Background: an optimization exercise with open tools, aiming at small area and a short achievable clock period. Do not read the settings as production practice. Function was checked by simulation only, so behaviour that the tests miss may differ from the original. Power is estimated from default activity; no workload was simulated.

Design ysyx_23060286_top, start of the top module:
module ysyx_23060286_top (
  input clk,
  input rst,
  input [31:0] inst_wire,
  input [31:0] readdata_wire,
  output [31:0] npc_wire,pc_wire,snpc_wire,rs1data_wire,rs2data_wire,immext_wire,srcb_wire,aluresult_wire,dnpc_wire,result_wire,srca_wire,
  output pcsrc,alusrc,regwrite,zero,jalr,auipc,
  output [1:0] resultsrc,immsrc,
  output [3:0] memwrite,
  output [3:0] alucontrol
);
  wire [6:0] op = inst_wire[6:0];
  wire [2:0] f3 = inst_wire[14:12];
  wire f7 = inst_wire[30];
  wire is_load  = op == 7'd3;
  wire is_store = op == 7'd35;
  wire is_r     = op == 7'd51;
  wire is_br    = op == 7'd99;
  wire is_i     = op == 7'd19;
  wire is_jal   = op == 7'd111;
  wire is_jalr  = op == 7'd103;
  wire is_u     = (op == 7'd23) | (op == 7'd55);    
  wire is_other = ~(is_load | is_store | is_r | is_br | is_i | is_jal | is_jalr | is_u);
  wire jump     = is_jal | is_jalr | is_other;
  wire is_ri    = is_r | is_i;                       
  wire aluop0   = ~(is_ri | is_br | is_u);           
  assign regwrite  = ~(is_store | is_br);
  assign immsrc    = {is_br | is_jal, is_store | is_jal};
  assign alusrc    = ~(is_r | is_br);
  assign resultsrc = {jump, is_load | is_store | is_br};
  assign auipc     = is_u | is_other;
  assign jalr      = is_jalr | is_other;
  wire sub_ri  = is_ri & (f3 == 3'b000) & op[5] & f7;
  wire op_add  = aluop0 | (is_ri & (f3 == 3'b000) & ~(op[5] & f7)) | (is_u & ~op[5]);
  wire op_sub  = is_br | sub_ri;
  wire op_and  = is_ri & (f3 == 3'b111);
  wire op_or   = is_ri & (f3 == 3'b110);
  wire op_slt  = is_ri & (f3[2:1] == 2'b01);
  wire op_sll  = is_ri & (f3 == 3'b001);
  wire op_xor  = is_ri & (f3 == 3'b100);
  wire op_sra  = is_ri & (f3 == 3'b101) & f7;
  wire op_srl  = is_ri & (f3 == 3'b101) & ~f7;
  wire op_pass = is_u & op[5];
  assign alucontrol = {op_xor | op_pass, op_sra | op_slt | op_srl | op_sll,
                       op_and | op_or | op_srl | op_sll,
                       op_sub | op_or | op_slt | op_sll | op_pass};
  wire [2:0] mwhi = ~aluop0 ? 3'b000 :
                    (f3 == 3'b100) ? 3'b001 :
  ...
Settings: LEC_CHECK=0, CAP_MARGIN=20, CORE_MARGIN=2, CORE_UTILIZATION=35, SETUP_SLACK_MARGIN=2.0, SLEW_MARGIN=20, SYNTH_HIERARCHICAL=1, SYNTH_MINIMUM_KEEP_SIZE=0; clock period 14.0 ns.
standard.sh (not shown) runs the stock make flow with config.mk's settings and CLKGATE_MAP_FILE= SYNTH_SCRIPT=/design/flow/synth_recipe.tcl, a recipe that flattens the netlist after the stock synthesis.
==> flow/flow/run.sh <==
#!/bin/bash
# Standard ORFS layout (the standard.sh), with the port buffers made from
# sky130_fd_sc_hd__buf_2 instead of the flow's default pick (a delay buffer).
set -euo pipefail
export BUFFER_PORTS_ARGS="-buffer_cell sky130_fd_sc_hd__buf_2"
bash standard.sh BUFFER_PORTS_ARGS="$BUFFER_PORTS_ARGS" finish > standard_flow.log 2>&1
==> next run, changes <==
--- a/flow/config.mk
+++ b/flow/config.mk
@@ -9,5 +9,7 @@
 export CORE_MARGIN = 2
 export CORE_UTILIZATION = 35
-export SETUP_SLACK_MARGIN = 2.0
+export CTS_CLUSTER_DIAMETER = 100
+export CTS_CLUSTER_SIZE = 20
+export SETUP_SLACK_MARGIN = 2.8
 export SLEW_MARGIN = 20
 export SYNTH_HIERARCHICAL = 1
The new run ran to the end with no violations.
Via count is higher by 0.76%.
Clock-buffer cell count is lower by 55.
Die area does not change.
Worst setup slack is better by 0.67 ns.
Sequential power barely changes.
Worst hold slack is better by 0.021 ns.
Power is lower by 8.4%.
Wire length is higher by 1.9%.
Final cell count is about the same.
Clock power is lower by 34%.
==> next run, changes <==
--- a/flow/config.mk
+++ b/flow/config.mk
@@ -11,5 +11,5 @@
 export CTS_CLUSTER_DIAMETER = 100
 export CTS_CLUSTER_SIZE = 20
-export SETUP_SLACK_MARGIN = 2.8
+export SETUP_SLACK_MARGIN = 2.6
 export SLEW_MARGIN = 20
 export SYNTH_HIERARCHICAL = 1
Register-to-register slack is worse by 0.15 ns.
Design area falls slightly.
Non-clock buffer count went down by 30.
Fmax came out lower slightly.
Die area is unchanged.
Combinational power is lower by a few percent.
Global-route usage fell by 0.60 points.
Flip-flop and latch count stays the same.
Final cell count drops slightly.
==> next run, changes <==
--- a/flow/config.mk
+++ b/flow/config.mk
@@ -11,5 +11,5 @@
 export CTS_CLUSTER_DIAMETER = 100
 export CTS_CLUSTER_SIZE = 20
-export SETUP_SLACK_MARGIN = 2.6
+export SETUP_SLACK_MARGIN = 1.4
 export SLEW_MARGIN = 20
 export SYNTH_HIERARCHICAL = 1
After rerunning: The changed run went through all stages and came out clean. Critical path depth rose by 1. Power stays flat. Sequential share of layout area climbs by 1.8 points. Fmax decreases by 8.3%. Core utilization goes down by 1.6 points. Synthesized area does not change. Sequential cell count stays the same. Setup slack got worse by 1.0 ns. Design area drops by 3.7%.

what the ideal ports hide:
In the flow no input, the clock included, has a driving cell. The finished layouts below were timed again as built, in two steps.
Step 1 (the two cells are an assumption about what drives the block):
set clk [get_ports {clk}]
set_driving_cell -lib_cell sky130_fd_sc_hd__clkbuf_16 $clk
set_driving_cell -lib_cell sky130_fd_sc_hd__buf_2 [delete_from_list [all_inputs] $clk]
Step 2, shift: input delay + t, output delay - t, t = (earliest + latest rising clock arrival at the registers) / 2. This alone moves slack from input paths to output paths.
Slacks: no drivers / after step 1 / after step 2; pairs: no drivers / after step 1.
run | t (ns) | setup slack, ns | worst hold slack (ns)
the first run | 0.816 | 1.946 / 1.796 / 1.796 | 0.777 / 0.777 / 0.777
the second run | 0.804 | 2.615 / 2.405 / 2.405 | 0.798 / 0.798 / 0.798
the third run | 0.814 | 2.453 / 2.302 / 2.302 | 0.728 / 0.728 / 0.728
the fourth run | 0.793 | 1.403 / 1.373 / 1.373 | 0.715 / 0.715 / 0.715
After both steps setup and hold are still met in every run listed. For the second run, which loses most, drivers alone change the setup slack by -0.210 ns; drivers and shift together by -0.210 ns.
